This design comes from an exercise in tuning for small area, a short achievable clock period and few clock cycles per item on the open sky130 flow, not from production work.

== the baseline ==
==> flow/design.v (excerpt) <==
module HitTest(
    input clk,
    input rst,
    input start,
    input rsel,
    input [15:0] x,
    input [15:0] y,
    input [15:0] notex,
    input [15:0] notey,
    input signed [15:0] indx,
    input signed [15:0] indy,
    output valJR,
    output valE,
    output valr,
    output valR,
    output reg ready
);
reg [16:0] nax, nay, nbx, nby;
reg rs;
wire [16:0] dax, day, dbx, dby;
wire [15:0] nx = ~x, ny = ~y;    
RippleSub subax(.np(nx), .c(notex), .nd(dax));
RippleSub subay(.np(ny), .c(notey), .nd(day));
RippleSub subbx(.np(nx), .c(indx), .nd(dbx));
RippleSub subby(.np(ny), .c(indy), .nd(dby));
always @(posedge clk) begin
    ready <= start & ~rst;
    nax <= dax;
    nay <= day;
    nbx <= dbx;
    nby <= dby;
    rs <= rsel;
end
Calvalid calvN(.na(nax), .nb(nay), .rsel(rs), .inJR(valJR), .inE(valE), .inR(valr));
CalvalidR calvI(.na(nbx), .nb(nby), .rsel(rs), .inR(valR));
endmodule
clock: 10.0 ns
lec_check: 0
cap_margin: 20
core_margin: 2
core_utilization: 60
setup_slack_margin: 2.5
slew_margin: 20
synth_hierarchical: 1
synth_minimum_keep_size: 0
standard.sh (not shown) runs the stock make flow with config.mk's settings and CLKGATE_MAP_FILE= SYNTH_SCRIPT=/design/flow/synth_recipe.tcl, a recipe that flattens the netlist after the stock synthesis.
==> flow/flow/run.sh <==
#!/bin/bash
set -euo pipefail
B="BUFFER_PORTS_ARGS=-buffer_cell sky130_fd_sc_hd__buf_1"
R=orfs/results/sky130hd/HitTest/base
bash standard.sh "$B" floorplan > standard_floorplan.log 2>&1
cat > upsize.tcl <<EOT
read_liberty $FLOW_HOME/platforms/sky130hd/lib/sky130_fd_sc_hd__tt_025C_1v80.lib
read_db $R/2_floorplan.odb
set n 0
foreach inst [[ord::get_db_block] getInsts] {
  set name [\$inst getName]
  if {[[\$inst getMaster] getName] eq "sky130_fd_sc_hd__dfxtp_1" && [string match {n[ab][xy]*} \$name]} {
    replace_cell \$name sky130_fd_sc_hd__dfxtp_4
    incr n
  }
}
puts "upsized \$n registers"
write_db $R/2_floorplan.odb
EOT
openroad -no_init -exit upsize.tcl > upsize.log 2>&1
bash standard.sh "$B" finish > standard_finish.log 2>&1
Having completed the whole flow, the baseline delivered a layout that passed the timing, design-rule and antenna checks.
Modified inputs, the candidate compared to the baseline
diff --git a/flow/design.v b/flow/design.v
--- a/flow/design.v
+++ b/flow/design.v
@@ -896,21 +896,17 @@
 Nand3 g592(.a(h582), .b(h583), .c(h584), .y(q592));
 wire q593;
 Nand3 g593(.a(h585), .b(h586), .c(h587), .y(q593));
 wire q594;
 Nor3 g594(.a(q588), .b(q589), .c(q590), .y(q594));
 wire q595;
 Nor3 g595(.a(q591), .b(q592), .c(q593), .y(q595));
-wire q596;
-Nand2 g596(.a(q594), .b(q595), .y(q596));
-wire q597;
-assign q597 = ~q596;
-assign inJR = q597 & okl & lJR;
-assign inE = q597 & okl & lE;
-assign inR = q597 & okl & lR;
+And4 g596(.a(q594), .b(q595), .c(lJR), .d(okl), .y(inJR));
+And4 g597(.a(q594), .b(q595), .c(lE), .d(okl), .y(inE));
+And4 g598(.a(q594), .b(q595), .c(lR), .d(okl), .y(inR));
 endmodule
 module CalvalidR(
     input [16:0] na, nb,
     input rsel,
     output inR
 );
 wire [16:0] a = ~na;
@@ -1811,19 +1807,17 @@
 Nand2 g596(.a(h586), .b(h587), .y(q596));
 wire q597;
 Nor3 g597(.a(q588), .b(q589), .c(q590), .y(q597));
 wire q598;
 Nor3 g598(.a(q591), .b(q592), .c(q593), .y(q598));
 wire q599;
 Nor3 g599(.a(q594), .b(q595), .c(q596), .y(q599));
-wire q600;
-Nand3 g600(.a(q597), .b(q598), .c(q599), .y(q600));
-wire q601;
-assign q601 = ~q600;
-assign inR = q601 & okl & lR;
+wire ol600;
+And2 g601(.a(lR), .b(okl), .y(ol600));
+And4 g602(.a(q597), .b(q598), .c(q599), .d(ol600), .y(inR));
 endmodule
 module LowN(input [5:0] ll, input cr, input [6:0] lx, ly, input rsel,
             output c, inJR, inE, inR);
 wire [6:0] lh;
 assign {c, lh} = lx + ly + cr;
 wire [12:0] l = {lh, ll};
 assign inJR = l <= 13'd5625;
@@ -1907,34 +1901,31 @@
     input [15:0] np,
     input [15:0] c,
     output [16:0] nd
 );
 wire [16:0] u = {np[15], np};
 wire [16:0] v = {c[15], c};
 wire [17:0] k;
-wire [8:0] g = u[8:0] & v[8:0];
-wire [8:0] t = u[8:0] | v[8:0];
+wire [6:0] g = u[6:0] & v[6:0];
+wire [6:0] t = u[6:0] | v[6:0];
 wire G1 = g[1] | (t[1] & g[0]);
 wire G2 = g[3] | (t[3] & g[2]);
 wire T2 = t[3] & t[2];
 wire G3 = G2 | (T2 & G1);
 wire G4 = g[5] | (t[5] & g[4]);
 wire T4 = t[5] & t[4];
-wire G5 = g[7] | (t[7] & g[6]);
-wire T5 = t[7] & t[6];
-wire G6 = G5 | (T5 & G4);
-wire T6 = T5 & T4;
-wire G7 = G6 | (T6 & G3);
-wire G8 = g[8] | (t[8] & G7);
+wire G5 = g[6] | (t[6] & G4);
+wire T5 = t[6] & T4;
+wire G6 = G5 | (T5 & G3);
 assign k[0] = 1'b0;
-assign k[9] = G8;
+assign k[7] = G6;
 assign nd[0] = u[0] ^ v[0];
 assign k[1] = g[0];
 genvar i;
 generate for (i = 1; i < 17; i = i + 1) begin : r
-    if (i != 8) begin : f
+    if (i != 6) begin : f
         FullAdd fa(.a(u[i]), .b(v[i]), .c(k[i]), .s(nd[i]), .co(k[i + 1]));
     end else begin : e
         assign nd[i] = u[i] ^ v[i] ^ k[i];
     end
 end endgenerate
 endmodule
Notes after the runs:
Measured against each other, the baseline and the candidate differ in per-instance average area after synthesis, the higher figure coming from the candidate. [compare] base=the baseline new=the candidate: setup-violating endpoint count in the final report held; normalized max-slew margin shows a reduction of 1.8 points; wire length increased about 2.3%. On core utilization: between the baseline and the candidate, it ends up higher for the candidate. The candidate against the baseline: detailed placer's ending HPWL moved up, die span in y level, final non-filler cell total moved down, hold slack moved up.
No functional check of the RTL was part of any run of this note.

[re-timing with driven ports]
In the flow no input, the clock included, has a driving cell. The finished layouts below were timed again as built, in two steps.
Step 1 sets driving cells, clkbuf_16 on the clock port and buf_2 on the other inputs (assumed; they add their load-dependent delay and slew).
Step 2 also shifts input and output timing later by t, the mid clock arrival at the registers, as if the neighbouring blocks saw the same clock.
Slacks: ideal ports / drivers / drivers and shift; pairs: ideal ports / drivers.
| run | shift t [ns] | setup WS [ns] | pins driven straight from the clock port |
|---|---|---|---|
| the baseline | 0.385 | 2.878 / 2.832 / 3.217 | 1 |
| the candidate | 0.379 | 2.905 / 2.860 / 2.819 | 1 |
After both steps every run listed still meets setup and hold. The setup slack of the candidate, which loses most, moves by -0.045 ns with the drivers and by -0.086 ns with both steps.
